What follows belongs to an exercise in optimizing a design on an open flow for small area; a production flow would make more cautious choices. The RTL was checked by simulation tests, not by an equivalence proof against the original design. No activity file was given, so power comes from the tool's default toggle rates.

## flow/config.mk

```make
export PLATFORM = sky130hd
export DESIGN_NAME = servo_ctrl_top
export DESIGN_NICKNAME = servo_ctrl_top
export VERILOG_FILES = /design/flow/design.v
export SDC_FILE = /design/flow/constraint.sdc
export NUM_CORES = 4
export LEC_CHECK = 0
export ABC_AREA = 1
export CAP_MARGIN = 20
export CORE_MARGIN = 2
export CORE_UTILIZATION = 40
export SLEW_MARGIN = 20
```

## flow/constraint.sdc

```tcl
create_clock -name core_clock -period 20.0 [get_ports {clk}]
set_input_delay 4.0000 -clock core_clock [delete_from_list [all_inputs] [get_ports {clk}]]
set_output_delay 4.0000 -clock core_clock [all_outputs]
set_load 0.01 [all_outputs]
```

## flow/design.v

```verilog
module KEY_INPUT(
	input  logic            clk,
	input  logic            rst_n,
	input  logic            KEY0,
	input  logic            KEY3,
	input  logic            KEY4,
	input  logic            SW1,
	input  logic            SW2,
	input  logic            SW3,
	input  logic            SW4,
	output logic [3:0][5:0] aq,
	output logic [3:0]      ar,
	output logic [5:0]      dq,
	output logic            dr);
	localparam logic [1:0] NONE = 2'd0, UP = 2'd1, DOWN = 2'd2, PRESET = 2'd3;
	logic [3:0][1:0] op;
	logic [3:0]      f;
	logic [3:0][5:0] vq;
	logic [3:0]      vr;
	logic [3:0] sel;
	assign sel[0] = SW1 & ~SW2 & ~SW3 & ~SW4;
	assign sel[1] = ~SW1 & SW2 & ~SW3 & ~SW4;
	assign sel[2] = ~SW1 & ~SW2 & SW3 & ~SW4;
	assign sel[3] = ~SW1 & ~SW2 & ~SW3 & SW4;
	wire any = |sel;
	wire keys_up = KEY0 & KEY3 & KEY4;
	logic [5:0] sq, svq;
	logic       sr, svr, sf;
	logic [1:0] sop;
	always_comb begin
		sq = '0; sr = 1'b0; svq = '0; svr = 1'b0; sop = '0; sf = 1'b0;
		for (int j = 0; j < 4; j++)
			if (sel[j]) begin
				sq  = sq  | aq[j];
				sr  = sr  | ar[j];
				svq = svq | vq[j];
				svr = svr | vr[j];
				sop = sop | op[j];
				sf  = sf  | f[j];
			end
	end
	wire [5:0] presetq = sel[2] ? 6'd33 : 6'd3;    
	wire pend = (sop != NONE);
	wire commit = keys_up & pend;
	logic [5:0] nq;
	logic       nr;
	always_comb begin
		nr = sr;
		case (sop)
			UP:      nq = sq + 6'd1;
			DOWN:    nq = sq - 6'd1;
			PRESET:  begin nq = presetq; nr = 1'b1; end
			default: nq = sq;
		endcase
	end
	logic [1:0] nop;
	always_comb begin
		if (keys_up)
			nop = NONE;
		else if (pend)
			nop = sop;
		else if (!KEY0)
			nop = ({1'b0, sq} + {6'd0, sr} <= 7'd59) ? UP : NONE;
		else if (!KEY3)
			nop = (sq != 6'd0) ? DOWN : NONE;
		else
			nop = (sq == presetq && sr) ? NONE : PRESET;
	end
	wire [6:0] wa = {nq, nr} & {7{rst_n}};
	wire [6:0] wv = (sf ? {sq, sr} : {svq, svr}) & {7{rst_n}};
	wire [1:0] wop = nop & {2{rst_n}};
	wire       wf = ~commit | ~rst_n;
	always_ff @(posedge clk)
		for (int j = 0; j < 4; j++) begin
			if (!rst_n || (sel[j] && commit))
				{aq[j], ar[j]} <= wa;
			if (!rst_n || sel[j]) begin
				{vq[j], vr[j]} <= wv;
				op[j] <= wop;
				f[j] <= wf;
			end
		end
	always_ff @(posedge clk)
		if (!rst_n || any)
			{dq, dr} <= {svq, svr} & {7{rst_n}};
endmodule
module PWM_SERVO_CONTROL (
	input  logic            clk,
	input  logic            rst_n,
	input  logic            nextangle,
	input  logic [3:0][5:0] pq,
	input  logic [3:0]      pr,
	output logic [3:0]      servo);
	logic [9:0]  n;
	logic [10:0] m;
	logic        on;    
	wire frame_end = m[10] & m[7] & m[5] & m[4] & m[3] & m[2] & n[6] & n[5] & n[2];
	wire n_end = n[9] & n[8] & n[5] & n[4] & n[3];
	always_ff @(posedge clk) begin
		if (!rst_n) begin
			n <= '0;
			m <= '0;
		end else if (frame_end) begin
			n <= '0;
			m <= '0;
		end else if (n_end) begin
			n <= '0;
			m <= m + 11'd1;
		end else
			n <= n + 10'd1;
	end
	wire big = (m[10:6] >= 5'd18);
	wire mid = (m[10:6] == 5'd17);
	wire t0 = (n > 10'd425);
	wire t1 = (n > 10'd150);
	logic [3:0] hit;
	always_comb
		for (int j = 0; j < 4; j++)
			hit[j] = big | (mid & (({1'b0, pq[j]} + {1'b0, m[5:0]} + {6'd0, pr[j] ? t1 : t0}) >= 7'd64));
	always_ff @(posedge clk) begin
		if (!rst_n) begin
			on <= 1'b0;
			servo <= '0;
		end else begin
			on <= on | nextangle;
			servo <= on ? hit : 4'b0;
		end
	end
endmodule
module ANGLE_DECODE(
	input  logic [5:0]  q,
	input  logic        r,
	output logic [11:0] bcd);
	logic [7:0] a, rem;
	logic       h;
	always_comb begin
		a = {1'b0, q, 1'b0} + {2'b0, q} + {7'd0, r};
		h = (a >= 8'd100);
		rem = h ? a - 8'd100 : a;
		bcd = {3'b0, h, 4'(rem / 8'd10), 4'(rem % 8'd10)};
	end
endmodule
module LED_7seg(
	 input [11:0] Data_in,
	 input clk,
	 output [6:0] seg_H, seg_M, seg_L
);
reg [6:0] SevenSeg_H;
reg [6:0] SevenSeg_M;
reg [6:0] SevenSeg_L;
always @(*)
begin
	case(Data_in[3:0])
	 4'h0: SevenSeg_L = 7'b0000001;		 
    4'h1: SevenSeg_L = 7'b1001111;		 
    4'h2: SevenSeg_L = 7'b0010010;		 
    4'h3: SevenSeg_L = 7'b0000110;		 
    4'h4: SevenSeg_L = 7'b1001100;		 
    4'h5: SevenSeg_L = 7'b0100100;		 
    4'h6: SevenSeg_L = 7'b0100000;		 
    4'h7: SevenSeg_L = 7'b0001111;		 
    4'h8: SevenSeg_L = 7'b0000000;		 
    4'h9: SevenSeg_L = 7'b0001100;		 
	 4'ha: SevenSeg_L = 7'b0001000;		 
	 4'hb: SevenSeg_L = 7'b1100000;		 
	 4'hc: SevenSeg_L = 7'b0110001;		 
	 4'hd: SevenSeg_L = 7'b1000010;		 
	 4'he: SevenSeg_L = 7'b0110000;		 
	 4'hf: SevenSeg_L = 7'b0111000;		 
	endcase
	case(Data_in[7:4])
	 4'h0: SevenSeg_M = 7'b0000001;		 
    4'h1: SevenSeg_M = 7'b1001111;		 
    4'h2: SevenSeg_M = 7'b0010010;		 
    4'h3: SevenSeg_M = 7'b0000110;		 
    4'h4: SevenSeg_M = 7'b1001100;		 
    4'h5: SevenSeg_M = 7'b0100100;		 
    4'h6: SevenSeg_M = 7'b0100000;		 
    4'h7: SevenSeg_M = 7'b0001111;		 
    4'h8: SevenSeg_M = 7'b0000000;		 
    4'h9: SevenSeg_M = 7'b0001100;		 
	 4'ha: SevenSeg_M = 7'b0001000;		 
	 4'hb: SevenSeg_M = 7'b1100000;		 
	 4'hc: SevenSeg_M = 7'b0110001;		 
	 4'hd: SevenSeg_M = 7'b1000010;		 
	 4'he: SevenSeg_M = 7'b0110000;		 
	 4'hf: SevenSeg_M = 7'b0111000;		 
	 endcase
	 case(Data_in[11:8])
	 4'h0: SevenSeg_H = 7'b0000001;		 
    4'h1: SevenSeg_H = 7'b1001111;		 
    4'h2: SevenSeg_H = 7'b0010010;		 
    4'h3: SevenSeg_H = 7'b0000110;		 
    4'h4: SevenSeg_H = 7'b1001100;		 
    4'h5: SevenSeg_H = 7'b0100100;		 
    4'h6: SevenSeg_H = 7'b0100000;		 
    4'h7: SevenSeg_H = 7'b0001111;		 
    4'h8: SevenSeg_H = 7'b0000000;		 
    4'h9: SevenSeg_H = 7'b0001100;		 
	 4'ha: SevenSeg_H = 7'b0001000;		 
	 4'hb: SevenSeg_H = 7'b1100000;		 
	 4'hc: SevenSeg_H = 7'b0110001;		 
	 4'hd: SevenSeg_H = 7'b1000010;		 
	 4'he: SevenSeg_H = 7'b0110000;		 
	 4'hf: SevenSeg_H = 7'b0111000;		 
	endcase
end
assign {seg_H[0],seg_H[1],seg_H[2],seg_H[3],seg_H[4],seg_H[5],seg_H[6]} = SevenSeg_H;
assign {seg_M[0],seg_M[1],seg_M[2],seg_M[3],seg_M[4],seg_M[5],seg_M[6]} = SevenSeg_M;
assign {seg_L[0],seg_L[1],seg_L[2],seg_L[3],seg_L[4],seg_L[5],seg_L[6]} = SevenSeg_L;
endmodule
module servo_ctrl_top (
	input  logic       clk,
	input  logic       rst_n,
	input  logic       KEY0,
	input  logic       KEY3,
	input  logic       KEY4,
	input  logic       SW0,
	input  logic       SW1,
	input  logic       SW2,
	input  logic       SW3,
	input  logic       SW4,
	output logic       servo1,
	output logic       servo2,
	output logic       servo3,
	output logic       servo4,
	output logic [6:0] seg_H,
	output logic [6:0] seg_M,
	output logic [6:0] seg_L);
	logic [3:0][5:0] aq;    
	logic [3:0]      ar;
	logic [3:0][5:0] pq;    
	logic [3:0]      pr;
	logic [5:0]      dq;    
	logic            dr;
	KEY_INPUT KEY_INPUT (
		.clk(clk), .rst_n(rst_n), .KEY0(KEY0), .KEY3(KEY3), .KEY4(KEY4),
		.SW1(SW1), .SW2(SW2), .SW3(SW3), .SW4(SW4),
		.aq(aq), .ar(ar), .dq(dq), .dr(dr));
	always_ff @(posedge clk)
		if (SW0) begin
			pq <= aq;
			pr <= ar;
		end
	PWM_SERVO_CONTROL PWM_SERVO_CONTROL (
		.clk(clk), .rst_n(rst_n), .nextangle(SW0), .pq(pq), .pr(pr),
		.servo({servo4, servo3, servo2, servo1}));
	logic [11:0] bcd;
	ANGLE_DECODE ANGLE_DECODE (.q(dq), .r(dr), .bcd(bcd));
	LED_7seg LED_7seg (
		.Data_in(bcd), .clk(clk),
		.seg_H(seg_H), .seg_M(seg_M), .seg_L(seg_L));
endmodule
```

## flow/flow/run.sh

```bash
#!/bin/bash
# Standard layout, unchanged.
bash standard.sh > standard.log 2>&1
```

## flow/standard.sh

```bash
#!/bin/bash
# synth_recipe.tcl (not shown) runs the flow's synth.tcl, then flattens the netlist and writes it again
# the make line also repeats each setting of config.mk as NAME=value (left out here)
make -C /OpenROAD-flow-scripts/flow DESIGN_CONFIG=/design/flow/config.mk WORK_HOME=/design/flow/orfs CLKGATE_MAP_FILE= SYNTH_SCRIPT=/design/flow/synth_recipe.tcl "${@:-finish}"
```

==> flow_summary_export.csv, run 1 <==
group,metric,value,unit
status,run_status,"timing/DRC/antenna clean",
detailed_routing,drcViolationCount,0,
detailed_routing,postRouteWirelength,15.1,mm
synthesis,yosysUniqueCellTypes,55,
power_and_ir_drop,static-leakage-power,3.70,nW
power_and_ir_drop,cellPowerDensity,121,nW/um2
synthesis,syn_avg_cell_area,9.59,um2
place,dp_worst_setup_slack,10.80,ns
clock_tree,cts.sinks,129,
clock_tree,cells_resized_by_post_cts_repair,0,
synthesis,register_bit_total_from_synthesis,129,
floorplan,ios,35,
place,gp_congestion,0.816,
floorplan,fp.dieW,142,um
detailed_routing,firstDrtPassIters,7,
timing,worst_slew_margin_rel,0.477,
critical_path,worst_setup_path_start_kind,"flop",
worst_hold_path,hold_path_startpoint,"KEY_INPUT.aq[8]",
timing,fin_ws,10.37,ns
synthesis,synth_area,7600,um2
synthesis,post_synthesis_sequential_area_ratio,0.475,
clock_tree,post-cts-setup-buffers,0,
worst_hold_path,hp-class,"reg -> reg",
timing,final_min_period_over_clock_period,0.481,
synthesis,synth-adder-area-share,0.109,
floorplan,floorplan.die_area,20100,um2
synthesis,synth_edf_count,103,
final_layout,total_area_of_multi_input_combinational_cells,3480,um2
final_layout,num-nets-final,903,
critical_path,worstReg2RegStart,"KEY_INPUT.op[3]",
clock_tree,ctsHtreeMaxLevel,4,
synthesis,largest_family_of_logic_cells_by_synthesized_area,"simple AND/OR/NAND/NOR gates",
synthesis,ys.warnings.count,5,
floorplan,initial_util,0.406,
floorplan,row_count,50,
detailed_routing,detailedRoute.firstIterationViolations,366,
synthesis,synth_ff_type,"edfxtp_1",
final_layout,final.fill_count,1752,
grt,initial_antenna_violation_count,0,
timing,timing.fmax,0.104,GHz
clock_tree,cts-hold-fix-buffers,0,
clock_tree,clk_latency,0.41,ns
critical_path,crit_slowest_cell,"clkdlybuf4s50_1",
synthesis,synth_top_area_frac,0.407,
timing,timing.hold.ws,0.454,ns
detailed_routing,wl_per_cell,14.0,um
timing,finalCriticalPeriod,9.63,ns
synthesis,synth-compound-area-share,0.131,
run,max_cap_viol_count,0,
final_layout,number_of_inserted_diodes,0,
place,dpl.hpwl,11.1,mm
critical_path,launch_point_of_the_worst_path,"KEY_INPUT.dq[0]",
timing,setup_viol,0,
clock_tree,cts_root_cell,"clkbuf_16",
grt,grt.total_usage,0.159,
detailed_routing,ant_nets,0,
synthesis,synth-xor-area-share,0.0115,
critical_path,setup.worst_path.end_class,"primary output",
clock_tree,tritoncts_clock_tree,"built",
power_and_ir_drop,vdd_drop_max,0.0619,mV
detailed_routing,vias_per_cell,5.04,
final_layout,final_cell_mix,"nand2_1 (127), edfxtp_1 (103), inv_1 (96)",
critical_path,crit_top_cell,"nand2_1",
synthesis,mux_share_of_post_synthesis_cell_area,0,
clock_tree,clk_pin_slew_worst_paths,0.06,ns
timing,finalClockSkew,0.00935,ns
grt,grt_max_degree,30,
critical_path,cp_data_arrival_time,5.63,ns
synthesis,synth-simple-area-share,0.205,
timing,fin_tns_setup,0,ns
synthesis,yosysTopAreaCell,"edfxtp_1",
timing,final_hold_viol_count,0,
floorplan,die_h,142,um
clock_tree,clockBufferDepth,2,
detailed_routing,num_vias,5446,
timing,worst-slew-pin-transition,0.779,ns
synthesis,ys_async_sr_fraction,0,
timing,final-max-slew-violation-count,0,
critical_path,required,16.00,ns
floorplan,design.core.area,18700,um2
grt,first_global_vias,5203,
critical_path,critPathMaxFanout,14,
final_layout,area.sequential,3610,um2
timing,grt_setup_unrepaired,"no",
clock_tree,numCtsBuffers,17,
grt,grt_overflow_total,0,
place,port-buffer-count,31,
final_layout,final_layout_size_suffix_gt1_frac,0.123,
critical_path,setup.worst_path.class,"reg -> out",
synthesis,synth_area_leaders,"edfxtp_1 (41%), ha_1 (8.2%), dfxtp_1 (6.8%), nand2_1 (6.3%), inv_1 (4.7%)",
critical_path,slowest_delay,0.52,ns
synthesis,synth_cells,793,
final_layout,syn_to_final_growth,14.9,%
final_layout,layout_commonest_cell,"nand2_1",
grt,grt_first_pass_wirelength,25.3,mm
-- layout make-up --
class                           count  area share
Sequential cell                   129       0.413
Multi-Input combinational cell    536       0.399
Clock buffer                       17      0.0487
Inverter                          111      0.0482
Timing Repair Buffer               38      0.0412
Tap cell                          234      0.0335
Clock inverter                     15      0.0162
-- worst max-delay path: cells and delay by family (launching register included) --
family	cells	cell delay, ns
adders and majority gates	4	1.21
and+or+nand+nor	24	2.55
AOI/OAI and AO/OA	1	0.11
buffers and inverters	6	0.91
DFF	1	0.44
-- sequential cells by signal, indices dropped and copies added (netlist names) --
signal	count
PWM_SERVO_CONTROL.on	1
KEY_INPUT.ar	4
PWM_SERVO_CONTROL.m	11
PWM_SERVO_CONTROL.servo	4
KEY_INPUT.f	4
pq	24
KEY_INPUT.op	8
KEY_INPUT.vq	24
pr	4
PWM_SERVO_CONTROL.n	10
KEY_INPUT.dr	1
KEY_INPUT.dq	6
KEY_INPUT.vr	4
KEY_INPUT.aq	24
-- metrics by stage --
stage | cells | total power, mW | cell area (um2) | util
after floorplan | 794 | 0.627 | 7610 | -
after global placement | 1047 | 0.775 | 8170 | 0.437
after detailed placement | 1047 | 0.775 | 8170 | 0.437
after CTS | 1079 | 1.07 | 8730 | 0.467
after global routing | 1080 | 1.13 | 8740 | 0.467
final | 1080 | 1.06 | 8740 | 0.467
-- metal layers --
layer | vias up | GRT usage | part of all wire
li1 | 2839 | - | -
met3 | 6 | 0.0348 | 0.040
met4 | 0 | 0.0558 | 0.0052
met5 | - | 0 | 0
met1 | 2503 | 0.214 | 0.48
met2 | 98 | 0.254 | 0.47
-- power breakdown --
group / internal, mW / switching [mW] / total, mW
registers: 0.310 / 0.00719 / 0.317
logic: 0.188 / 0.262 / 0.449
clock network: 0.164 / 0.126 / 0.290
total: 0.662 / 0.395 / 1.06
-- synth_stat cells, types with 3 or more instances --
cell type	number
nand2_4	11
nand2_1	127
a31oi_1	3
a211oi_1	5
nor2_1	57
ha_1	50
a21boi_0	4
nand2_2	16
a21oi_1	53
inv_1	96
o21ai_0	29
a32o_1	15
nand3_2	7
edfxtp_1	103
o21a_1	7
dfxtp_1	26
a21oi_2	3
nor4_1	3
o211ai_1	3
nor3_1	13
xor2_1	9
nand3_1	55
inv_2	11
a221oi_1	8
nand4_1	12
fa_1	10
buf_4	7
clkbuf_1	11
-- path summary, 6_finish.rpt --
| path | cells past startpoint | to | slack, ns |
|---|---|---|---|
| worst max-delay path | 35 | seg_L[3] | 10.37 |
| worst min-delay path | 0 | pq[8] | 0.45 |
| worst max register to register | 16 | KEY_INPUT.aq[17] | 16.64 |
| worst min register to register | 0 | pq[8] | 0.45 |
-- cell families (layout without fill, tap and decap cells) --
logic type,after synthesis,in the layout
flip-flops,129,129
XOR/XNOR,10,10
other,2,3
AND/OR/NAND/NOR,314,314
buffers and inverters,129,181
adder cells (fa/ha/maj),60,60
AO/OA/AOI/OAI,149,149
==> run 2: changes to the inputs <==
--- a/flow/design.v
+++ b/flow/design.v
@@ -14,9 +14,9 @@
 	output logic            dr);
 	localparam logic [1:0] NONE = 2'd0, UP = 2'd1, DOWN = 2'd2, PRESET = 2'd3;
 	logic [3:0][1:0] op;
-	logic [3:0]      f;
-	logic [3:0][5:0] vq;
-	logic [3:0]      vr;
+	logic [3:0][1:0] ph;
+	logic [3:0][5:0] oq;
+	logic [3:0]      orr;
 	logic [3:0] sel;
 	assign sel[0] = SW1 & ~SW2 & ~SW3 & ~SW4;
 	assign sel[1] = ~SW1 & SW2 & ~SW3 & ~SW4;
@@ -24,19 +24,19 @@
 	assign sel[3] = ~SW1 & ~SW2 & ~SW3 & SW4;
 	wire any = |sel;
 	wire keys_up = KEY0 & KEY3 & KEY4;
-	logic [5:0] sq, svq;
-	logic       sr, svr, sf;
-	logic [1:0] sop;
-	always_comb begin
-		sq = '0; sr = 1'b0; svq = '0; svr = 1'b0; sop = '0; sf = 1'b0;
+	logic [5:0] sq, soq;
+	logic       sr, sor;
+	logic [1:0] sop, sph;
+	always_comb begin
+		sq = '0; sr = 1'b0; soq = '0; sor = 1'b0; sop = '0; sph = '0;
 		for (int j = 0; j < 4; j++)
 			if (sel[j]) begin
 				sq  = sq  | aq[j];
 				sr  = sr  | ar[j];
-				svq = svq | vq[j];
-				svr = svr | vr[j];
+				soq = soq | oq[j];
+				sor = sor | orr[j];
 				sop = sop | op[j];
-				sf  = sf  | f[j];
+				sph = sph | ph[j];
 			end
 	end
 	wire [5:0] presetq = sel[2] ? 6'd33 : 6'd3;    
@@ -66,23 +66,40 @@
 		else
 			nop = (sq == presetq && sr) ? NONE : PRESET;
 	end
-	wire [6:0] wa = {nq, nr} & {7{rst_n}};
-	wire [6:0] wv = (sf ? {sq, sr} : {svq, svr}) & {7{rst_n}};
-	wire [1:0] wop = nop & {2{rst_n}};
-	wire       wf = ~commit | ~rst_n;
+	wire [1:0] nph = commit ? 2'd2 : (sph == 2'd2 ? 2'd1 : 2'd0);
+	always_ff @(posedge clk) begin
+		if (!rst_n) begin
+			aq <= '0;
+			ar <= '0;
+			op <= '0;
+			ph <= '0;
+		end else begin
+			for (int j = 0; j < 4; j++)
+				if (sel[j]) begin
+					op[j] <= nop;
+					ph[j] <= nph;
+					if (commit) begin
+						aq[j] <= nq;
+						ar[j] <= nr;
+					end
+				end
+		end
+	end
 	always_ff @(posedge clk)
-		for (int j = 0; j < 4; j++) begin
-			if (!rst_n || (sel[j] && commit))
-				{aq[j], ar[j]} <= wa;
-			if (!rst_n || sel[j]) begin
-				{vq[j], vr[j]} <= wv;
-				op[j] <= wop;
-				f[j] <= wf;
+		for (int j = 0; j < 4; j++)
+			if (sel[j] && commit) begin
+				oq[j]  <= sq;
+				orr[j] <= sr;
 			end
-		end
-	always_ff @(posedge clk)
-		if (!rst_n || any)
-			{dq, dr} <= {svq, svr} & {7{rst_n}};
+	always_ff @(posedge clk) begin
+		if (!rst_n) begin
+			dq <= '0;
+			dr <= 1'b0;
+		end else if (any) begin
+			dq <= (sph == 2'd0) ? sq : soq;
+			dr <= (sph == 2'd0) ? sr : sor;
+		end
+	end
 endmodule
 module PWM_SERVO_CONTROL (
 	input  logic            clk,
==> flow/run.sh (new file) <==
#!/bin/bash
# synth_recipe.tcl (not shown) runs the flow's synth.tcl, then flattens the netlist and writes it again
# the make line also repeats each setting of config.mk as NAME=value (left out here)
make -C /OpenROAD-flow-scripts/flow DESIGN_CONFIG=/design/flow/config.mk WORK_HOME=/design/flow/orfs CLKGATE_MAP_FILE= SYNTH_SCRIPT=/design/flow/synth_recipe.tcl finish
removed: flow/flow/run.sh
removed: flow/standard.sh
==> run 2 against run 1 <==
Non-clock buffer count decreased by 1. Synthesized area grew 2.5%. Sequential share of layout area shrank 5.3 points. Combinational power down 73%. Die area rose by 2.4%. Count of clock-buffer cells in the layout rose by 1. Register-to-register slack improved by 0.40 ns. Worst setup slack worse by 0.040 ns. Power down 34%. Critical endpoint unchanged. Largest cell class is now multi-input combinational cells.
==> flow_summary_export.csv, run 2 <==
group,metric,value,unit
status,run_status,"timing/DRC/antenna clean",
critical_path,required,16.00,ns
power_and_ir_drop,power_report.internal_total,0.506,mW
clock_tree,cts.sinks,133,
detailed_routing,num_vias,6315,
floorplan,die_h,144,um
synthesis,yosysTopAreaCell,"edfxtp_1",
grt,initial_antenna_violation_count,0,
power_and_ir_drop,clkPwrFrac,0.418,
critical_path,slowest_delay,0.52,ns
final_layout,layout_commonest_cell,"nand2_1",
clock_tree,clockBufferDepth,2,
floorplan,initial_util,0.404,
final_layout,finish.instance_area,8940,um2
floorplan,row_count,51,
timing,fin_tns_setup,0,ns
synthesis,synth_area,7790,um2
synthesis,yosysUniqueCellTypes,49,
synthesis,synth_cells,957,
run,max_cap_viol_count,0,
critical_path,rr_worst_depth,18,
floorplan,ios,35,
clock_tree,cts-hold-fix-buffers,0,
clock_tree,numCtsBuffers,17,
power_and_ir_drop,cellPowerDensity,78.5,nW/um2
power_and_ir_drop,power,0.701,mW
power_and_ir_drop,p_sw,0.195,mW
synthesis,register_bit_total_from_synthesis,133,
floorplan,floorplan.die_area,20600,um2
grt,first_global_vias,5992,
grt,grt_overflow_total,0,
clock_tree,cts_root_cell,"clkbuf_16",
grt,grt_max_degree,30,
timing,finalCriticalPeriod,9.67,ns
clock_tree,cells_resized_by_post_cts_repair,0,
worst_hold_path,hp-class,"reg -> reg",
clock_tree,ctsHtreeMaxLevel,4,
final_layout,syn_to_final_growth,14.7,%
detailed_routing,ant_nets,0,
critical_path,critPathMaxFanout,14,
detailed_routing,drcViolationCount,0,
detailed_routing,postRouteWirelength,16.8,mm
timing,setup_viol,0,
place,dpl.hpwl,12.1,mm
detailed_routing,firstDrtPassIters,5,
place,gp_congestion,0.872,
timing,final_hold_viol_count,0,
clock_tree,tritoncts_clock_tree,"built",
place,dpl_cell_area,8380,um2
detailed_routing,wl_per_cell,13.2,um
timing,timing.hold.ws,0.430,ns
synthesis,ys_async_sr_fraction,0,
timing,final-max-slew-violation-count,0,
power_and_ir_drop,vdd_drop_max,0.0663,mV
final_layout,number_of_inserted_diodes,0,
synthesis,post-synth-top-count-cell,"nand2_1",
timing,worst_slew_margin_rel,0.298,
critical_path,setup.worst_path.class,"reg -> out",
synthesis,synth_ff_type,"dfxtp_1",
clock_tree,clk_latency,0.42,ns
power_and_ir_drop,static-leakage-power,4.02,nW
place,port-buffer-count,31,
floorplan,fp.dieW,144,um
floorplan,design.core.area,19300,um2
synthesis,synth_top_area_frac,0.216,
timing,final_min_period_over_clock_period,0.483,
final_layout,final_layout_size_suffix_gt1_frac,0.0988,
synthesis,synth_edf_count,56,
grt,grt_first_pass_wirelength,28.4,mm
timing,grt_setup_unrepaired,"no",
power_and_ir_drop,share_comb_of_total_power,0.170,
synthesis,synth_area_leaders,"edfxtp_1 (22%), dfxtp_1 (20%), ha_1 (8.2%), nand2_1 (7.7%), inv_1 (6.5%)",
synthesis,ys.warnings.count,5,
timing,timing.fmax,0.103,GHz
synthesis,post_synthesis_sequential_area_ratio,0.414,
clock_tree,post-cts-setup-buffers,0,
final_layout,num-nets-final,1060,
critical_path,worst_setup_path_start_kind,"flop",
detailed_routing,vias_per_cell,4.98,
grt,grt.total_usage,0.173,
critical_path,cp_data_arrival_time,5.67,ns
synthesis,synth_common_cells,"nand2_1 (159), inv_1 (135), dfxtp_1 (77), nor2_1 (77), a21oi_1 (68)",
timing,worst-slew-pin-transition,1.05,ns
final_layout,final_cell_mix,"nand2_1 (159), inv_1 (135), dfxtp_1 (77)",
detailed_routing,detailedRoute.firstIterationViolations,337,
timing,finalClockSkew,0.0152,ns
worst_hold_path,min_path_cells,0,
critical_path,setup.worst_path.end_class,"primary output",
synthesis,syn_avg_cell_area,8.14,um2
critical_path,crit_slowest_cell,"clkdlybuf4s50_1",
power_and_ir_drop,p_seq_frac,0.412,
clock_tree,clk_pin_slew_worst_paths,0.06,ns
power_and_ir_drop,power_switching_share,0.278,
critical_path,crit_top_cell,"nand2_2",
run 2: cell types whose count changed after synthesis, moves of 15 or more:
cell | previous run | this run
o21ai_0 | 29 | 62
inv_1 | 96 | 135
nand2_1 | 127 | 159
nor2_1 | 57 | 77
a32o_1 | 15 | 0
a21oi_1 | 53 | 68
edfxtp_1 | 103 | 56
dfxtp_1 | 26 | 77
run 2: power by group through the flow:
stage	combinational, mW	sequential (mW)	clock, mW
floorplan	0.0799	0.294	0
finish	0.119	0.289	0.293
global route	0.134	0.289	0.310
CTS	0.119	0.289	0.297
global placement	0.119	0.294	0
detailed placement	0.119	0.295	0
run 2: per-layer routing:
layer,part of all wire,track usage
met1,0.49,0.226
met2,0.46,0.290
met3,0.031,0.0333
met4,0.015,0.0526
met5,0,0
run 2: area by class of cell:
type	count	area, um2
fillers	1902	10300
inverters	151	567
clock buffers	18	429
clock inverters	14	128
multi-input cells	649	3900
flip-flops and latches	133	3220
well taps	265	332
repair buffers	37	355
run 2: cell families (layout without fill, tap and decap cells):
group,Yosys count,in the layout,synth area share
AOI/OAI and AO/OA,195,195,0.146
xor gates and xnor gates,12,12,0.0144
adders and majority gates,61,61,0.108
buffers and inverters,176,220,0.0881
DFF,133,133,0.414
other,2,3,0.000964
and+or+nand+nor,378,378,0.229
run 2: metrics by stage:
| step | utilization | setup slack [ns] | std cells |
|---|---|---|---|
| 2_1_floorplan | - | 11.68 | 958 |
| 6_report | 0.464 | 10.33 | 1267 |
| 3_5_place_dp | 0.435 | 10.75 | 1235 |
| 4_1_cts | 0.464 | 10.29 | 1267 |
| 5_1_grt | 0.464 | 9.79 | 1267 |
| 3_3_place_gp | 0.435 | 10.85 | 1235 |
run 2: critical path: cells and delay by family, from the launching register on:
kind / cells / cell delay (ns)
and+or+nand+nor: 29 / 2.64
adders and majority gates: 5 / 1.32
buffers and inverters: 7 / 0.86
DFF: 1 / 0.35
AOI/OAI and AO/OA: 1 / 0.06
run 2: final timing paths:
check / startpoint / to / slack, ns
max: KEY_INPUT.dq[0] / seg_L[3] / 10.33
min: KEY_INPUT.ar[2] / pr[2] / 0.43
max reg2reg: KEY_INPUT.op[1] / KEY_INPUT.aq[5] / 17.04
min reg2reg: KEY_INPUT.ar[2] / pr[2] / 0.43
==> run 3: changes to the inputs <==
--- a/flow/design.v
+++ b/flow/design.v
@@ -14,9 +14,9 @@
 	output logic            dr);
 	localparam logic [1:0] NONE = 2'd0, UP = 2'd1, DOWN = 2'd2, PRESET = 2'd3;
 	logic [3:0][1:0] op;
-	logic [3:0][1:0] ph;
-	logic [3:0][5:0] oq;
-	logic [3:0]      orr;
+	logic [3:0]      f;
+	logic [3:0][5:0] vq;
+	logic [3:0]      vr;
 	logic [3:0] sel;
 	assign sel[0] = SW1 & ~SW2 & ~SW3 & ~SW4;
 	assign sel[1] = ~SW1 & SW2 & ~SW3 & ~SW4;
@@ -24,19 +24,19 @@
 	assign sel[3] = ~SW1 & ~SW2 & ~SW3 & SW4;
 	wire any = |sel;
 	wire keys_up = KEY0 & KEY3 & KEY4;
-	logic [5:0] sq, soq;
-	logic       sr, sor;
-	logic [1:0] sop, sph;
-	always_comb begin
-		sq = '0; sr = 1'b0; soq = '0; sor = 1'b0; sop = '0; sph = '0;
+	logic [5:0] sq, svq;
+	logic       sr, svr, sf;
+	logic [1:0] sop;
+	always_comb begin
+		sq = '0; sr = 1'b0; svq = '0; svr = 1'b0; sop = '0; sf = 1'b0;
 		for (int j = 0; j < 4; j++)
 			if (sel[j]) begin
 				sq  = sq  | aq[j];
 				sr  = sr  | ar[j];
-				soq = soq | oq[j];
-				sor = sor | orr[j];
+				svq = svq | vq[j];
+				svr = svr | vr[j];
 				sop = sop | op[j];
-				sph = sph | ph[j];
+				sf  = sf  | f[j];
 			end
 	end
 	wire [5:0] presetq = sel[2] ? 6'd33 : 6'd3;    
@@ -66,40 +66,23 @@
 		else
 			nop = (sq == presetq && sr) ? NONE : PRESET;
 	end
-	wire [1:0] nph = commit ? 2'd2 : (sph == 2'd2 ? 2'd1 : 2'd0);
-	always_ff @(posedge clk) begin
-		if (!rst_n) begin
-			aq <= '0;
-			ar <= '0;
-			op <= '0;
-			ph <= '0;
-		end else begin
-			for (int j = 0; j < 4; j++)
-				if (sel[j]) begin
-					op[j] <= nop;
-					ph[j] <= nph;
-					if (commit) begin
-						aq[j] <= nq;
-						ar[j] <= nr;
-					end
-				end
+	wire [6:0] wa = {nq, nr} & {7{rst_n}};
+	wire [6:0] wv = (sf ? {sq, sr} : {svq, svr}) & {7{rst_n}};
+	wire [1:0] wop = nop & {2{rst_n}};
+	wire       wf = ~commit | ~rst_n;
+	always_ff @(posedge clk)
+		for (int j = 0; j < 4; j++) begin
+			if (!rst_n || (sel[j] && commit))
+				{aq[j], ar[j]} <= wa;
+			if (!rst_n || sel[j]) begin
+				{vq[j], vr[j]} <= wv;
+				op[j] <= wop;
+				f[j] <= wf;
+			end
 		end
-	end
 	always_ff @(posedge clk)
-		for (int j = 0; j < 4; j++)
-			if (sel[j] && commit) begin
-				oq[j]  <= sq;
-				orr[j] <= sr;
-			end
-	always_ff @(posedge clk) begin
-		if (!rst_n) begin
-			dq <= '0;
-			dr <= 1'b0;
-		end else if (any) begin
-			dq <= (sph == 2'd0) ? sq : soq;
-			dr <= (sph == 2'd0) ? sr : sor;
-		end
-	end
+		if (!rst_n || any)
+			{dq, dr} <= {svq, svr} & {7{rst_n}};
 endmodule
 module PWM_SERVO_CONTROL (
 	input  logic            clk,
==> flow/flow/run.sh (new file) <==
#!/bin/bash
# Own layout flow: the standard synthesis, its combinational logic re-mapped
# with a stronger ABC script (registers untouched), then the standard ORFS
# layout with smaller port and clock buffers.  Each tool logs to its own file.
set -euo pipefail
HERE=$(pwd)
RES=$HERE/orfs/results/sky130hd/servo_ctrl_top/base
LIB=$FLOW_HOME/platforms/sky130hd/lib/sky130_fd_sc_hd__tt_025C_1v80.lib

# 1. standard synthesis, unchanged
bash standard.sh synth > synth_std.log 2>&1
cp $RES/1_2_yosys.v $HERE/std_synth.v

# 2. re-map the combinational logic
mkdir -p $HERE/resyn
python3 flow/libfuncs.py $LIB > $HERE/resyn/comb_cells.v
python3 flow/ffstubs.py $LIB > $HERE/resyn/ff_stubs.v
DU=$(grep -o -- "-dont_use [A-Za-z0-9_]*" orfs/logs/sky130hd/servo_ctrl_top/base/1_2_yosys.log | sort -u | tr '\n' ' ')
export RESYN_DIR=$HERE/resyn RESYN_IN=$HERE/std_synth.v RESYN_OUT=$HERE/resyn/resyn.v \
  RESYN_TOP=$FLOW_TOP RESYN_ABC=$HERE/flow/resyn.abc RESYN_LIB=$LIB RESYN_DONT_USE="$DU"
if yosys -c flow/resyn.tcl > resyn.log 2>&1; then
  cp $HERE/resyn/resyn.v $RES/1_2_yosys.v
  rm -f $RES/1_synth.odb $RES/1_synth.sdc
else
  echo "resynthesis failed, keeping the standard netlist" >> resyn.log
fi

# 3. layout
bash standard.sh \
  "BUFFER_PORTS_ARGS=-buffer_cell sky130_fd_sc_hd__buf_1" \
  "CTS_ARGS=-sink_clustering_enable -repair_clock_nets -dont_use_dummy_load -buf_list sky130_fd_sc_hd__clkbuf_8" \
  finish > layout.log 2>&1
==> flow/flow/ffstubs.py (new file) <==
#!/usr/bin/env python3
# Writes blackbox stubs for the sequential cells of a liberty file.
import re, sys
lib = open(sys.argv[1]).read()
out = []
for m in re.finditer(r'\n\s*cell\s*\(\s*"?(\w+)"?\s*\)\s*\{', lib):
    name = m.group(1)
    i = m.end(); depth = 1
    while depth:
        c = lib[i]
        if c == '{': depth += 1
        elif c == '}': depth -= 1
        i += 1
    body = lib[m.end():i]
    if not re.search(r'\b(ff|latch|statetable)\s*\(', body):
        continue
    pins = [p for p in re.findall(r'\n\s*pin\s*\(\s*"?(\w+)"?\s*\)\s*\{[^{}]*?direction\s*:\s*"?(\w+)"?', body) if p[1] in ("input","output")]
    seen=set(); pins=[p for p in pins if not (p[0] in seen or seen.add(p[0]))]
    ports = ", ".join(p[0] for p in pins)
    s = [f"(* blackbox *)\nmodule {name}({ports});"]
    for p, d in pins: s.append(f"  {d} {p};")
    s.append("endmodule")
    out.append("\n".join(s))
print("\n\n".join(out))
==> flow/flow/libfuncs.py (new file) <==
#!/usr/bin/env python3
# Writes Verilog modules for the combinational cells of a liberty file,
# from each output pin's function.
import re, sys
lib = open(sys.argv[1]).read()
out = []
pos = 0
for m in re.finditer(r'\n\s*cell\s*\(\s*"?(\w+)"?\s*\)\s*\{', lib):
    name = m.group(1)
    # find the cell body by brace matching
    i = m.end(); depth = 1
    while depth:
        c = lib[i]
        if c == '{': depth += 1
        elif c == '}': depth -= 1
        i += 1
    body = lib[m.end():i]
    if re.search(r'\b(ff|latch|statetable)\s*\(', body):
        continue
    pins = []
    for pm in re.finditer(r'\n\s*pin\s*\(\s*"?(\w+)"?\s*\)\s*\{', body):
        j = pm.end(); d = 1
        while d:
            c = body[j]
            if c == '{': d += 1
            elif c == '}': d -= 1
            j += 1
        pb = body[pm.end():j]
        dm = re.search(r'direction\s*:\s*"?(\w+)"?', pb)
        fm = re.search(r'\bfunction\s*:\s*"([^"]*)"', pb)
        pins.append((pm.group(1), dm.group(1) if dm else None, fm.group(1) if fm else None))
    if not pins: continue
    outs = [p for p in pins if p[1] == 'output']
    if not outs or any(p[2] is None for p in outs): continue
    ins = [p for p in pins if p[1] == 'input']
    def conv(f):
        f = f.replace('!', '~').replace('*', '&').replace('+', '|')
        # juxtaposition (space) means AND in liberty
        f = re.sub(r'(\w|\))\s+(?=[\w(~])', r'\1 & ', f)
        return f
    ports = ", ".join([p[0] for p in ins] + [p[0] for p in outs])
    s = [f"module {name}({ports});"]
    for p in ins: s.append(f"  input {p[0]};")
    for p in outs: s.append(f"  output {p[0]};")
    for p in outs: s.append(f"  assign {p[0]} = {conv(p[2])};")
    s.append("endmodule")
    out.append("\n".join(s))
print("\n\n".join(out))
==> flow/flow/resyn.abc (new file) <==
strash
&get -n
&deepsyn -T 60
&put
dch -f
map -a
==> flow/flow/resyn.tcl (new file) <==
# Re-maps the combinational logic of the standard synthesis netlist with a
# stronger ABC script.  Flip-flop cells are kept as they are (blackboxes), so
# the registers keep their names and cell types.
yosys read_verilog $::env(RESYN_DIR)/comb_cells.v
yosys read_verilog $::env(RESYN_DIR)/ff_stubs.v
yosys read_verilog $::env(RESYN_IN)
yosys hierarchy -top $::env(RESYN_TOP)
yosys flatten
yosys opt_clean -purge
yosys techmap
yosys opt -fast
yosys abc -script $::env(RESYN_ABC) -liberty $::env(RESYN_LIB) {*}$::env(RESYN_DONT_USE)
yosys opt_clean -purge
yosys hilomap -singleton -hicell sky130_fd_sc_hd__conb_1 HI -locell sky130_fd_sc_hd__conb_1 LO
yosys insbuf -buf sky130_fd_sc_hd__buf_4 A X
yosys splitnets
yosys opt_clean -purge
yosys rename -hide w:*\$*
yosys check -assert -mapped
yosys tee -o $::env(RESYN_OUT).stat stat -liberty $::env(RESYN_LIB)
yosys write_verilog -noattr -nohex -nodec $::env(RESYN_OUT)
==> flow/standard.sh (new file) <==
#!/bin/bash
# synth_recipe.tcl (not shown) runs the flow's synth.tcl, then flattens the netlist and writes it again
# the make line also repeats each setting of config.mk as NAME=value (left out here)
make -C /OpenROAD-flow-scripts/flow DESIGN_CONFIG=/design/flow/config.mk WORK_HOME=/design/flow/orfs CLKGATE_MAP_FILE= SYNTH_SCRIPT=/design/flow/synth_recipe.tcl "${@:-finish}"
removed: flow/run.sh
==> run 3 against run 2 <==
Routed wire length is 10% lower. Die area is 2.4% lower. Clock power is 46% lower. First-iteration DRC count is 1.5% lower. Fmax is 4.6% higher. Synthesized cell count is 17% lower. Synthesized area is 2.4% lower. Register-to-register slack worse by 0.51 ns. Cell area is 8.1% lower. Sequential cell count is 4 lower. Critical endpoint unchanged. Highest routed layer unchanged.
==> flow_summary_export.csv, run 3 <==
group,metric,value,unit
detailed_routing,num_vias,5467,
clock_tree,numCtsBuffers,17,
synthesis,yosysUniqueCellTypes,55,
power_and_ir_drop,p_seq_frac,0.367,
power_and_ir_drop,cellPowerDensity,105,nW/um2
final_layout,area.sequential,3610,um2
floorplan,ios,35,
run,max_cap_viol_count,0,
critical_path,crit_slowest_cell,"edfxtp_1",
clock_tree,cts-hold-fix-buffers,0,
floorplan,die_h,142,um
final_layout,final_cell_mix,"nand2_1 (127), edfxtp_1 (103), inv_1 (96)",
synthesis,synth-simple-area-share,0.205,
synthesis,syn_avg_cell_area,9.59,um2
worst_hold_path,hold_path_startpoint,"KEY_INPUT.aq[14]",
detailed_routing,postRouteWirelength,15.1,mm
synthesis,post-synth-top-count-cell,"nand2_1",
synthesis,post_synthesis_sequential_area_ratio,0.475,
grt,grt_max_degree,30,
detailed_routing,drcViolationCount,0,
timing,worst_slew_margin_rel,0.485,
critical_path,required,16.00,ns
synthesis,ys_async_sr_fraction,0,
clock_tree,clockBufferDepth,2,
critical_path,ff_to_ff_end,"KEY_INPUT.aq[11]",
floorplan,fp.dieW,142,um
clock_tree,post-cts-setup-buffers,0,
detailed_routing,vias_per_cell,5.14,
final_layout,num-nets-final,902,
clock_tree,ctsHtreeMaxLevel,4,
clock_tree,cts_root_cell,"clkbuf_8",
timing,timing.fmax,0.108,GHz
critical_path,critPathMaxFanout,14,
final_layout,number_of_inserted_diodes,0,
critical_path,launch_point_of_the_worst_path,"KEY_INPUT.dq[0]",
worst_hold_path,hp-class,"reg -> reg",
synthesis,synth_edf_count,103,
synthesis,synth_area_leaders,"edfxtp_1 (41%), ha_1 (8.2%), dfxtp_1 (6.8%), nand2_1 (6.3%), inv_1 (4.7%)",
timing,final_min_period_over_clock_period,0.462,
place,port-buffer-count,31,
power_and_ir_drop,static-leakage-power,3.47,nW
clock_tree,clk_latency,0.45,ns
critical_path,crit_top_cell,"nand2_1",
power_and_ir_drop,clkPwrFrac,0.182,
floorplan,floorplan.die_area,20100,um2
critical_path,rr_worst_depth,16,
clock_tree,clk_pin_slew_worst_paths,0.07,ns
synthesis,synth-adder-area-share,0.109,
synthesis,synth_common_cells,"nand2_1 (127), edfxtp_1 (103), inv_1 (96), nor2_1 (57), nand3_1 (55)",
floorplan,design.core.area,18700,um2
detailed_routing,wl_per_cell,14.2,um
critical_path,slowest_delay,0.44,ns
power_and_ir_drop,vdd_drop_max,0.0510,mV
final_layout,final_layout_size_suffix_gt1_frac,0.106,
worst_hold_path,hold_crit_endpoint,"pq[14]",
clock_tree,cells_resized_by_post_cts_repair,0,
grt,grt_first_pass_wirelength,25.4,mm
place,dp_worst_setup_slack,11.16,ns
worst_hold_path,min_path_cells,0,
critical_path,cp_data_arrival_time,5.24,ns
clock_tree,cts.sinks,129,
synthesis,synth_top_area_frac,0.407,
grt,initial_antenna_violation_count,0,
power_and_ir_drop,power_report.internal_total,0.512,mW
detailed_routing,ant_nets,0,
timing,final_hold_viol_count,0,
timing,final-max-slew-violation-count,0,
detailed_routing,firstDrtPassIters,5,
status,run_status,"timing/DRC/antenna clean",
synthesis,synth_area,7600,um2
synthesis,synth_cells,793,
synthesis,synth_ff_type,"edfxtp_1",
final_layout,layout_commonest_cell,"nand2_1",
detailed_routing,detailedRoute.firstIterationViolations,332,
synthesis,synth-xor-area-share,0.0115,
floorplan,initial_util,0.406,
grt,first_global_vias,5229,
critical_path,regToRegSetupSlack,16.53,ns
critical_path,setup.worst_path.class,"reg -> out",
grt,grt.total_usage,0.159,
critical_path,setup.worst_path.end_class,"primary output",
power_and_ir_drop,p_sw,0.352,mW
timing,finalClockSkew,0.0420,ns
synthesis,mux_share_of_post_synthesis_cell_area,0,
timing,worst-slew-pin-transition,0.768,ns
critical_path,worst_setup_path_start_kind,"flop",
final_layout,final_core_utilization,0.439,
final_layout,syn_to_final_growth,7.95,%
timing,fin_tns_setup,0,ns
timing,finalCriticalPeriod,9.24,ns
timing,fin_ws,10.76,ns
grt,grt_overflow_total,0,
timing,setup_viol,0,
final_layout,final.fill_count,1787,
synthesis,synth-compound-area-share,0.131,
synthesis,yosysTopAreaCell,"edfxtp_1",
synthesis,register_bit_total_from_synthesis,129,
synthesis,largest_family_of_logic_cells_by_synthesized_area,"simple AND/OR/NAND/NOR gates",
final_layout,total_area_of_multi_input_combinational_cells,3480,um2
place,gp_congestion,0.821,
synthesis,ys.warnings.count,5,
final_layout,instances_no_fill,1064,
timing,grt_setup_unrepaired,"no",
power_and_ir_drop,share_comb_of_total_power,0.451,
place,dpl.hpwl,11.1,mm
clock_tree,tritoncts_clock_tree,"built",
place,post-place-cells,1047,
floorplan,row_count,50,
critical_path,worstReg2RegStart,"KEY_INPUT.op[3]",
power_and_ir_drop,power_switching_share,0.407,
## run 3: cell count changes after synthesis, sizes merged, moves of 5 or more
cell / delta
o22ai: -6
nand4: -5
nor3: +5
o211ai: -13
nor2: -19
o21ai: -33
dfxtp: -51
nand2: -36
a32o: +15
inv: -39
a21oi: -12
edfxtp: +47
## run 3: per-stage QoR
stage                     hold slack [ns]  cell area, um2  power [mW]
after floorplan                     0.426            7610       0.627
after global placement              0.432            7970       0.714
after detailed placement            0.439            7970       0.715
after CTS                           0.431            8210       0.871
after global routing                0.447            8210       0.929
final                               0.432            8210       0.864
## run 3: routing by layer
layer  part of all wire  GRT usage  vias up
met5                  0          0        -
met4              0.010     0.0400        0
met3              0.036     0.0341       10
met2               0.46      0.256      109
met1               0.49      0.220     2539
li1                   -          -     2809
## run 3: power by group through the flow
stage                     registers (mW)  clock network, mW  logic (mW)
after floorplan                    0.320                  0       0.307
final                              0.317              0.157       0.390
after global placement             0.322                  0       0.391
after detailed placement           0.323                  0       0.392
after global routing               0.319              0.169       0.441
after CTS                          0.317              0.160       0.393
## run 3: layout make-up
cell class | instances | area share
inverter | 111 | 0.0514
tap | 234 | 0.0357
clock buffer | 17 | 0.0285
multi-input combinational | 536 | 0.425
timing repair buffer | 37 | 0.0197
sequential | 129 | 0.440
## run 3: worst max-delay path by stage
stage	slack [ns]	depth (start not counted)	endpoint
floorplan	11.78	36	seg_L[3]
global placement	11.31	35	seg_L[3]
detailed placement	11.16	35	seg_L[3]
CTS	10.70	35	seg_L[3]
global route	10.13	35	seg_L[3]
finish	10.76	35	seg_L[3]
## run 3: worst max-delay path: cells and delay by family, from the launching register on
family	cells	cell delay, ns
flip-flops	1	0.44
buffers and inverters	6	0.52
AO/OA/AOI/OAI	1	0.12
AND/OR/NAND/NOR	24	2.55
adder cells (fa/ha/maj)	4	1.20
## run 3: cell families (layout without fill, tap and decap cells)
group                    Yosys count  count (layout)
AO/OA/AOI/OAI                    149             149
XOR/XNOR                          10              10
adder cells (fa/ha/maj)           60              60
buffers and inverters            129             165
flip-flops                       129             129
other                              2               3
AND/OR/NAND/NOR                  314             314
==> run 4: changes to the inputs <==
--- a/flow/flow/resyn.tcl
+++ b/flow/flow/resyn.tcl
@@ -6,10 +6,18 @@
 yosys read_verilog $::env(RESYN_IN)
 yosys hierarchy -top $::env(RESYN_TOP)
 yosys flatten
+# plain names for the combinational nets (ABC mishandles escaped names
+# with brackets); ports and register outputs keep theirs
+yosys select -set keepw t:*df* %x:+\[Q\] t:*df* %d
+yosys select -set hidew w:* i:* o:* %u %d @keepw %d
+yosys rename -hide @hidew
+# drop the cell models, so that the mapped cells are library cells again
+yosys hierarchy -top $::env(RESYN_TOP)
 yosys opt_clean -purge
 yosys techmap
 yosys opt -fast
 yosys abc -script $::env(RESYN_ABC) -liberty $::env(RESYN_LIB) {*}$::env(RESYN_DONT_USE)
+yosys read_liberty -lib -nooverwrite $::env(RESYN_LIB)
 yosys opt_clean -purge
 yosys hilomap -singleton -hicell sky130_fd_sc_hd__conb_1 HI -locell sky130_fd_sc_hd__conb_1 LO
 yosys insbuf -buf sky130_fd_sc_hd__buf_4 A X
==> run 4 against run 3 <==
Global-route usage increased by 1.3 points. Still clean on timing, DRC and antenna. Die area shrank 25%. Sequential share of layout area increased by 14 points. Utilization grew 1.2 points. Worst hold slack improved by 0.012 ns. Sequential cell count did not move. Count of clock-buffer cells in the layout unchanged. Critical path type unchanged. Combinational power shrank 84%. Synthesized cell count is 29% lower. Power shrank 39%. Largest power group is now registers. Largest cell class unchanged. Fmax rose by 22%.
==> flow_summary_export.csv, run 4 <==
group,metric,value,unit
detailed_routing,num_vias,4200,
clock_tree,clk_latency,0.43,ns
final_layout,final_cell_mix,"edfxtp_1 (103), nand2_1 (85), nor2_1 (82)",
place,gp_congestion,0.930,
floorplan,fp.dieW,123,um
floorplan,die_h,123,um
grt,grt_overflow_total,0,
clock_tree,tritoncts_clock_tree,"built",
timing,final-max-slew-violation-count,0,
clock_tree,numCtsBuffers,17,
clock_tree,clockBufferDepth,2,
grt,first_global_vias,4129,
power_and_ir_drop,cellPowerDensity,84.6,nW/um2
final_layout,syn_to_final_growth,10.4,%
critical_path,required,16.00,ns
synthesis,synth_cells,563,
grt,initial_antenna_violation_count,0,
power_and_ir_drop,share_comb_of_total_power,0.117,
detailed_routing,detailedRoute.firstIterationViolations,328,
detailed_routing,wl_per_cell,15.4,um
timing,finalCriticalPeriod,7.55,ns
power_and_ir_drop,p_seq_frac,0.594,
critical_path,setup.worst_path.class,"reg -> out",
timing,fin_ws,12.45,ns
final_layout,layout_commonest_cell,"edfxtp_1",
final_layout,number_of_inserted_diodes,0,
timing,final_min_period_over_clock_period,0.377,
detailed_routing,postRouteWirelength,12.2,mm
detailed_routing,ant_nets,0,
critical_path,worst_setup_path_start_kind,"flop",
clock_tree,cells_resized_by_post_cts_repair,0,
final_layout,total_area_of_multi_input_combinational_cells,1730,um2
synthesis,synth_area,5670,um2
place,dp_worst_setup_slack,12.96,ns
synthesis,ys.warnings.count,5,
critical_path,setup.worst_path.end_class,"primary output",
power_and_ir_drop,static-leakage-power,2.17,nW
floorplan,design.core.area,13900,um2
clock_tree,clk_pin_slew_worst_paths,0.06,ns
grt,grt.total_usage,0.172,
floorplan,ios,35,
timing,finalClockSkew,0.0234,ns
place,port-buffer-count,31,
clock_tree,cts.sinks,129,
final_layout,area.sequential,3610,um2
detailed_routing,drcViolationCount,0,
timing,timing.fmax,0.132,GHz
floorplan,initial_util,0.408,
detailed_routing,vias_per_cell,5.30,
final_layout,final.fill_count,1343,
final_layout,num-nets-final,625,
clock_tree,cts-hold-fix-buffers,0,
detailed_routing,firstDrtPassIters,8,
final_layout,instances_no_fill,793,
critical_path,critPathMaxFanout,5,
final_layout,final_layout_size_suffix_gt1_frac,0.0473,
grt,grt_first_pass_wirelength,19.8,mm
floorplan,row_count,43,
power_and_ir_drop,clkPwrFrac,0.289,
timing,final_hold_viol_count,0,
timing,worst-slew-pin-transition,0.688,ns
timing,setup_viol,0,
run,max_cap_viol_count,0,
grt,grt_max_degree,30,
timing,worst_slew_margin_rel,0.536,
place,post-place-cells,776,
worst_hold_path,hp-class,"reg -> reg",
status,run_status,"timing/DRC/antenna clean",
critical_path,cp_data_arrival_time,3.55,ns
clock_tree,ctsHtreeMaxLevel,4,
power_and_ir_drop,power_report.internal_total,0.399,mW
floorplan,floorplan.die_area,15100,um2
place,dpl.hpwl,8.98,mm
power_and_ir_drop,p_sw,0.130,mW
timing,fin_tns_setup,0,ns
synthesis,syn_avg_cell_area,10.1,um2
power_and_ir_drop,vdd_drop_max,0.0417,mV
power_and_ir_drop,power_switching_share,0.245,
clock_tree,cts_root_cell,"clkbuf_8",
clock_tree,post-cts-setup-buffers,0,
timing,grt_setup_unrepaired,"no",
## run 4: layout make-up
type / count / share of cell area
sequential: 129 / 0.578
inverter: 76 / 0.0456
clock buffer: 17 / 0.0374
multi-input combinational: 353 / 0.276
timing repair buffer: 38 / 0.0270
tap: 180 / 0.0360
## run 4: power by group through the flow
stage | Combinational [mW] | Sequential (mW) | Clock (mW)
after floorplan | 0.0424 | 0.317 | 0
after global placement | 0.0601 | 0.320 | 0
after detailed placement | 0.0615 | 0.320 | 0
after CTS | 0.0618 | 0.314 | 0.157
after global routing | 0.0700 | 0.316 | 0.167
final | 0.0619 | 0.314 | 0.153
## run 4: metal layers
metal,part of all wire,vias up,routed length (um),track usage
met5,0,-,0,0
met4,0.014,0,175,0.0703
met3,0.051,12,623,0.0452
met2,0.48,132,5860,0.281
met1,0.45,1978,5540,0.218
li1,-,2078,-,-
## run 4: stage by stage
stage / utilization / hold slack (ns) / total power [mW] / cell area [um2]
after floorplan: - / 0.414 / 0.359 / 5670
after global placement: 0.434 / 0.426 / 0.380 / 6020
after detailed placement: 0.434 / 0.435 / 0.382 / 6020
after CTS: 0.451 / 0.453 / 0.534 / 6260
after global routing: 0.451 / 0.464 / 0.553 / 6260
final: 0.451 / 0.444 / 0.529 / 6260
## run 4: final timing paths
kind | startpoint | to | slack, ns | cells past startpoint
worst max-delay path | KEY_INPUT.dq[5] | seg_M[6] | 12.45 | 17
worst min-delay path | PWM_SERVO_CONTROL.n[0] | PWM_SERVO_CONTROL.n[0] | 0.44 | 1
worst min register to register | PWM_SERVO_CONTROL.n[0] | PWM_SERVO_CONTROL.n[0] | 0.44 | 1
worst max register to register | KEY_INPUT.aq[1] | KEY_INPUT.aq[17] | 17.57 | 9
## run 4: worst max-delay path, stage by stage, from the launching register on
cell      delay (ns)
edfxtp_1        0.43
clkinv_1        0.11
nor2_1          0.19
clkinv_1        0.13
nand3_1         0.08
o21ai_0         0.14
nor3_1          0.46
nor2_1          0.13
nand2_1         0.08
nand2_1         0.06
a21oi_1         0.19
xor2_1          0.36
clkinv_1        0.23
nand2_1         0.10
o21a_1          0.13
nand2_1         0.06
o31ai_1         0.06
buf_1           0.18
==> run 5: changes to the inputs <==
--- a/flow/flow/run.sh
+++ b/flow/flow/run.sh
@@ -28,5 +28,5 @@
 # 3. layout
 bash standard.sh \
   "BUFFER_PORTS_ARGS=-buffer_cell sky130_fd_sc_hd__buf_1" \
-  "CTS_ARGS=-sink_clustering_enable -repair_clock_nets -dont_use_dummy_load -buf_list sky130_fd_sc_hd__clkbuf_8" \
+  "CTS_ARGS=-sink_clustering_enable -repair_clock_nets -dont_use_dummy_load -buf_list sky130_fd_sc_hd__clkbuf_4" \
   finish > layout.log 2>&1
==> flow/flow/resyn.abc (replaced) <==
strash
&get -n
&deepsyn -T 60
&dch -f
&nf -R 1000
&put
--- a/flow/flow/resyn.tcl
+++ b/flow/flow/resyn.tcl
@@ -20,7 +20,7 @@
 yosys read_liberty -lib -nooverwrite $::env(RESYN_LIB)
 yosys opt_clean -purge
 yosys hilomap -singleton -hicell sky130_fd_sc_hd__conb_1 HI -locell sky130_fd_sc_hd__conb_1 LO
-yosys insbuf -buf sky130_fd_sc_hd__buf_4 A X
+yosys insbuf -buf sky130_fd_sc_hd__buf_1 A X
 yosys splitnets
 yosys opt_clean -purge
 yosys rename -hide w:*\$*
--- a/flow/config.mk
+++ b/flow/config.mk
@@ -8,5 +8,5 @@
 export ABC_AREA = 1
 export CAP_MARGIN = 20
 export CORE_MARGIN = 2
-export CORE_UTILIZATION = 40
+export CORE_UTILIZATION = 65
 export SLEW_MARGIN = 20
==> run 5 against run 4 <==
Still clean on timing, DRC and antenna. Power shrank 7.5%. Clock power down 27%. Sequential share of layout area is 3.4 points higher. Combinational power is 0.8% higher. Clock skew is 0.033 ns higher. Fmax rose by 0.32%. Via count decreased by 5.1%. Worst hold slack gained 0.028 ns. First-iteration DRC count is 19% higher. Utilization up 27 points. Routed wire length shrank 4.3%. Critical endpoint unchanged. Largest power group unchanged.
==> flow_summary_export.csv, run 5 <==
group,metric,value,unit
floorplan,die_h,96.1,um
critical_path,crit_slowest_cell,"edfxtp_1",
timing,worst_slew_margin_rel,0.329,
power_and_ir_drop,vdd_drop_max,0.0598,mV
critical_path,required,16.00,ns
detailed_routing,firstDrtPassIters,8,
power_and_ir_drop,power_report.internal_total,0.366,mW
clock_tree,clk_pin_slew_worst_paths,0.09,ns
final_layout,num-nets-final,519,
final_layout,final_cell_mix,"edfxtp_1 (103), nand2_1 (61), nor2_1 (45)",
critical_path,critPathBufInv,1,
timing,worst-slew-pin-transition,0.997,ns
floorplan,ios,35,
critical_path,critPathMaxFanout,9,
clock_tree,clockBufferDepth,2,
place,port-buffer-count,31,
detailed_routing,postRouteWirelength,11.7,mm
critical_path,setup.worst_path.end_class,"primary output",
final_layout,syn_to_final_growth,7.29,%
place,gp_congestion,0.894,
detailed_routing,vias_per_cell,6.50,
timing,final_hold_viol_count,0,
floorplan,floorplan.die_area,9230,um2
floorplan,initial_util,0.670,
detailed_routing,drcViolationCount,0,
power_and_ir_drop,clkPwrFrac,0.229,
timing,grt_setup_unrepaired,"no",
clock_tree,clk_latency,0.52,ns
grt,grt_first_pass_wirelength,17.8,mm
timing,final-max-slew-violation-count,0,
place,dpl.hpwl,8.27,mm
final_layout,final_core_utilization,0.719,
clock_tree,cells_resized_by_post_cts_repair,0,
critical_path,critical_path.cell_chain,"nand2b_1 -> nand2_1 -> o32ai_1 -> or3_1 -> and2_0 -> a21oi_1 -> o21a_1 -> xor2_1 -> nand2_1 -> o21a_1 -> a32o_1 -> buf_1",
final_layout,final.fill_count,599,
clock_tree,post-cts-setup-buffers,0,
power_and_ir_drop,share_comb_of_total_power,0.127,
run,max_cap_viol_count,0,
power_and_ir_drop,p_sw,0.124,mW
clock_tree,ctsHtreeMaxLevel,4,
power_and_ir_drop,cellPowerDensity,82.8,nW/um2
floorplan,design.core.area,8220,um2
grt,grt.total_usage,0.267,
timing,finalCriticalPeriod,7.52,ns
synthesis,synth_cells,458,
grt,first_global_vias,3574,
clock_tree,cts_root_cell,"clkbuf_4",
critical_path,critical_path.top_delay_family,"simple AND/OR/NAND/NOR gates",
critical_path,worst_setup_path_start_kind,"flop",
timing,final_min_period_over_clock_period,0.376,
timing,setup_viol,0,
power_and_ir_drop,power_switching_share,0.253,
synthesis,ys.warnings.count,5,
grt,grt_max_degree,30,
final_layout,layout_commonest_cell,"edfxtp_1",
detailed_routing,ant_nets,0,
detailed_routing,num_vias,3986,
critical_path,cp_data_arrival_time,3.52,ns
power_and_ir_drop,power,0.489,mW
clock_tree,cts-hold-fix-buffers,0,
clock_tree,tritoncts_clock_tree,"built",
power_and_ir_drop,p_seq_frac,0.643,
clock_tree,numCtsBuffers,17,
clock_tree,cts.sinks,129,
detailed_routing,wl_per_cell,19.0,um
floorplan,row_count,33,
floorplan,fp.dieW,96.1,um
final_layout,final_layout_size_suffix_gt1_frac,0.0454,
power_and_ir_drop,static-leakage-power,2.10,nW
critical_path,slowest_delay,0.51,ns
detailed_routing,detailedRoute.firstIterationViolations,390,
grt,grt_overflow_total,0,
synthesis,synth_area,5510,um2
worst_hold_path,hp-class,"reg -> reg",
timing,fin_tns_setup,0,ns
timing,finalClockSkew,0.0565,ns
timing,timing.fmax,0.133,GHz
grt,initial_antenna_violation_count,1,
critical_path,setup.worst_path.class,"reg -> out",
status,run_status,"timing/DRC/antenna clean",
synthesis,syn_avg_cell_area,12.0,um2
==> run 5: path summary, 6_finish.rpt <==
kind / start / to / slack (ns) / cells past startpoint
setup / recovery: KEY_INPUT.dq[4] / seg_M[6] / 12.48 / 12
hold / removal: PWM_SERVO_CONTROL.n[0] / PWM_SERVO_CONTROL.n[0] / 0.47 / 1
setup reg to reg: KEY_INPUT.op[6] / KEY_INPUT.aq[17] / 17.01 / 10
hold reg to reg: PWM_SERVO_CONTROL.n[0] / PWM_SERVO_CONTROL.n[0] / 0.47 / 1
==> run 5: layout make-up <==
class	instances	area [um2]	share of cell area
inverters	7	26.3	0.00445
well taps	105	131	0.0222
multi-input cells	317	1850	0.313
repair buffers	37	159	0.0269
clock buffers	17	128	0.0216
flip-flops and latches	129	3610	0.611
diodes	1	2.50	0.000423
==> run 5: per-layer routing <==
layer	GRT usage	vias to the layer above	wire [um]	share of wire
li1	-	1870	-	-
met1	0.347	1865	4820	0.41
met2	0.432	228	5680	0.49
met3	0.0752	23	972	0.083
met4	0.0964	0	202	0.017
met5	0	-	0	0
==> run 5: per-stage QoR <==
stage / instances / setup slack [ns] / area, um2 / hold slack (ns)
after floorplan: 459 / 13.37 / 5510 / 0.425
after global placement: 594 / 12.89 / 5770 / 0.447
after detailed placement: 594 / 12.68 / 5770 / 0.454
after CTS: 611 / 12.49 / 5900 / 0.473
after global routing: 613 / 12.27 / 5910 / 0.482
final: 613 / 12.48 / 5910 / 0.472
==> run 5: power groups by stage <==
stage | logic (mW) | registers, mW | clock network (mW)
floorplan | 0.0430 | 0.317 | 0
detailed placement | 0.0612 | 0.321 | 0
global route | 0.0691 | 0.316 | 0.126
global placement | 0.0594 | 0.320 | 0
finish | 0.0624 | 0.315 | 0.112
CTS | 0.0616 | 0.315 | 0.113

static timing again, ports no longer ideal:
The flow's constraints put no driver on any port. The routed layouts listed below were extracted and timed again, unchanged, in two steps.
Step 1 (the two cells are an assumption about what drives the block):
set clk [get_ports {clk}]
set_driving_cell -lib_cell sky130_fd_sc_hd__clkbuf_16 $clk
set_driving_cell -lib_cell sky130_fd_sc_hd__buf_2 [delete_from_list [all_inputs] $clk]
Step 2 adds t to the input delays and takes it off the output delays; t is the mean of the earliest and latest rising clock arrival at the registers after step 1. Input paths then give back, and output paths get back, about the clock's delay inside the block.
Slacks: no drivers / after step 1 / after step 2; pairs: no drivers / after step 1.
run | shift t [ns] | setup slack, ns | slew at the worst register clock pin (ns)
run 1 | 0.452 | 10.375 / 10.332 / 10.783 | 0.06 / 0.06
run 2 | 0.464 | 10.334 / 10.288 / 10.751 | 0.06 / 0.06
run 3 | 0.464 | 10.758 / 10.723 / 11.187 | 0.09 / 0.09
run 4 | 0.455 | 12.453 / 12.415 / 12.870 | 0.07 / 0.07
run 5 | 0.526 | 12.477 / 12.440 / 12.681 | 0.12 / 0.12
After both steps every run listed still meets setup and hold.
